From an optimization exercise on the open Yosys and OpenROAD flow, aimed at small area; shortcuts taken in it are not production practice.
Function was checked by simulation only, so behaviour that the tests miss may differ from the original.

Design pdnn_update, start of the top module:
module pdnn_update (clk, reset, en, h, g1, g2, g3, g4, x1, x2, u, v);
Size: ~5600 cells after synthesis, ~470 flip-flops, about 290 I/O pins, ~0.045 mm² of cells after synthesis.
==> flow/config.mk <==
export PLATFORM = sky130hd
export DESIGN_NAME = pdnn_update
export DESIGN_NICKNAME = pdnn_update
export VERILOG_FILES = /design/flow/design.v
export SDC_FILE = /design/flow/constraint.sdc
export NUM_CORES = 4
export LEC_CHECK = 0
export ABC_AREA = 1
export CAP_MARGIN = 0
export CORE_MARGIN = 2
export CORE_UTILIZATION = 55
export CTS_BUF_LIST = sky130_fd_sc_hd__clkbuf_16
export CTS_CLUSTER_DIAMETER = 80
export CTS_CLUSTER_SIZE = 30
export SLEW_MARGIN = 0
==> flow/constraint.sdc <==
create_clock -name core_clock -period 20.0 [get_ports {clk}]
set_input_delay 4.0000 -clock core_clock [delete_from_list [all_inputs] [get_ports {clk}]]
set_output_delay 4.0000 -clock core_clock [all_outputs]
set_load 0.01 [all_outputs]
standard.sh (not shown) runs the stock make flow with config.mk's settings and CLKGATE_MAP_FILE= SYNTH_SCRIPT=/design/flow/synth_recipe.tcl, a recipe that flattens the netlist after the stock synthesis.
==> flow/flow/run.sh <==
#!/bin/bash
# The standard layout (the standard.sh, with its standard synthesis),
# with one change: each port gets a sky130_fd_sc_hd__buf_1 as its buffer
# instead of the default clkdlybuf4s50_1.
set -euo pipefail
export BUFFER_PORTS_ARGS="-buffer_cell sky130_fd_sc_hd__buf_1"
bash standard.sh finish > standard_flow.log 2>&1
The first run finished clean.
==> next run, changes <==
Settings changed: CORE_UTILIZATION 55 to 60.
The new run produced a clean layout. Routed wire length fell by about 3.5%. Synthesized cell count is unchanged. Setup slack gets better by 120 ps. Cell area fell by about 0.55%. Global-route usage rose by 1.9 points. Sequential share of layout area rose by 0.14 points. Area after synthesis is unchanged.
==> next run, changes <==
--- a/flow/flow/run.sh
+++ b/flow/flow/run.sh
@@ -3,2 +3,5 @@
-# with one change: each port gets a sky130_fd_sc_hd__buf_1 as its buffer
-# instead of the default clkdlybuf4s50_1.
+# with two changes: each port gets a sky130_fd_sc_hd__buf_1 as its buffer
+# instead of the default clkdlybuf4s50_1, and timing-driven global
+# placement does not keep the buffers its internal repair inserts
+# (GPL_KEEP_OVERFLOW=0); the later repair steps still fix slew, capacitance
+# and timing.
@@ -6,0 +10 @@
+export GPL_KEEP_OVERFLOW=0
Settings changed: CORE_UTILIZATION 60 to 55, CTS_BUF_LIST sky130_fd_sc_hd__clkbuf_16 to sky130_fd_sc_hd__clkbuf_8, CTS_CLUSTER_DIAMETER 80 to default, CTS_CLUSTER_SIZE 30 to 20.
What happened:
- hold slack degrades by 6.2 ps
- clock skew decreases by 14 ps
- sequential share of layout area decreases by 1.1 points
- die area increases by a little under a tenth
- final cell count increases by a few percent
==> next run, changes <==
==> flow/flow/run.sh (replaced) <==
#!/bin/bash
# The standard layout (the standard.sh, with its standard synthesis),
# with one change: each port gets a sky130_fd_sc_hd__buf_1 as its buffer
# instead of the default clkdlybuf4s50_1.
set -euo pipefail
export BUFFER_PORTS_ARGS="-buffer_cell sky130_fd_sc_hd__buf_1"
bash standard.sh finish > standard_flow.log 2>&1
Outcome: Count of clock-buffer cells in the layout falls by 5; sequential cell count stays the same.
==> next run, changes <==
Settings changed: CORE_UTILIZATION 55 to 60, CTS_BUF_LIST sky130_fd_sc_hd__clkbuf_8 to sky130_fd_sc_hd__clkbuf_16, CTS_CLUSTER_DIAMETER from default to 80, CTS_CLUSTER_SIZE 20 to 30, PLACE_DENSITY from default to 0.75.
Effect:
- via count rises by 1.1%
- cell area falls by 2.2%
- setup slack degrades by 4.5 ps
==> next run, changes <==
==> flow/run.sh (new file) <==
#!/bin/bash
# synth_recipe.tcl (not shown) runs the flow's synth.tcl, then flattens the netlist and writes it again
# the make line also repeats each setting of config.mk as NAME=value (left out here)
make -C /OpenROAD-flow-scripts/flow DESIGN_CONFIG=/design/flow/config.mk WORK_HOME=/design/flow/orfs CLKGATE_MAP_FILE= SYNTH_SCRIPT=/design/flow/synth_recipe.tcl finish
Settings changed: CORE_UTILIZATION 60 to 55, CTS_BUF_LIST sky130_fd_sc_hd__clkbuf_16 to sky130_fd_sc_hd__clkbuf_8, CTS_CLUSTER_DIAMETER 80 to default, CTS_CLUSTER_SIZE 30 to 20, PLACE_DENSITY 0.75 to default.
removed: flow/flow/run.sh
removed: flow/standard.sh
The new run passed the timing, DRC and antenna checks.
First-iteration DRC count goes down by about 28%.
Setup slack gets worse by 7.1 ps.
Worst hold slack gets worse by 37 ps.
Routed wire length goes up by about 7%.
Via count barely changes.

[separate check: timing with driven ports]
How much do the figures lean on ideal ports? The routed layouts below were timed once more, with nothing changed but the port constraints. Step 1 sets driving cells, clkbuf_16 on the clock port and buf_2 on the other inputs (assumed; they add their load-dependent delay and slew). Step 2, shift: input delay + t, output delay - t, t = (earliest + latest rising clock arrival at the registers) / 2. This alone moves slack from input paths to output paths. Three values: ideal ports, drivers, drivers and shift; two values: the first two.
run | t, ns | setup slack, ns | worst slew at a driven data input, ns
the first run | 0.705 | 0.463 / 0.394 / 1.028 | 0.15
the second run | 0.703 | 0.582 / 0.512 / 0.976 | 0.13
the third run | 0.768 | 0.461 / 0.416 / 0.416 | 0.16
the fourth run | 0.742 | 0.481 / 0.411 / 1.093 | 0.16
the fifth run | 0.688 | 0.477 / 0.410 / 1.097 | 0.13
the sixth run | 0.765 | 0.470 / 0.398 / 0.628 | 0.13
After both steps setup and hold are still met in every run listed. The setup slack of the third run, which loses most, moves by -0.045 ns with the drivers and by -0.045 ns with both steps.
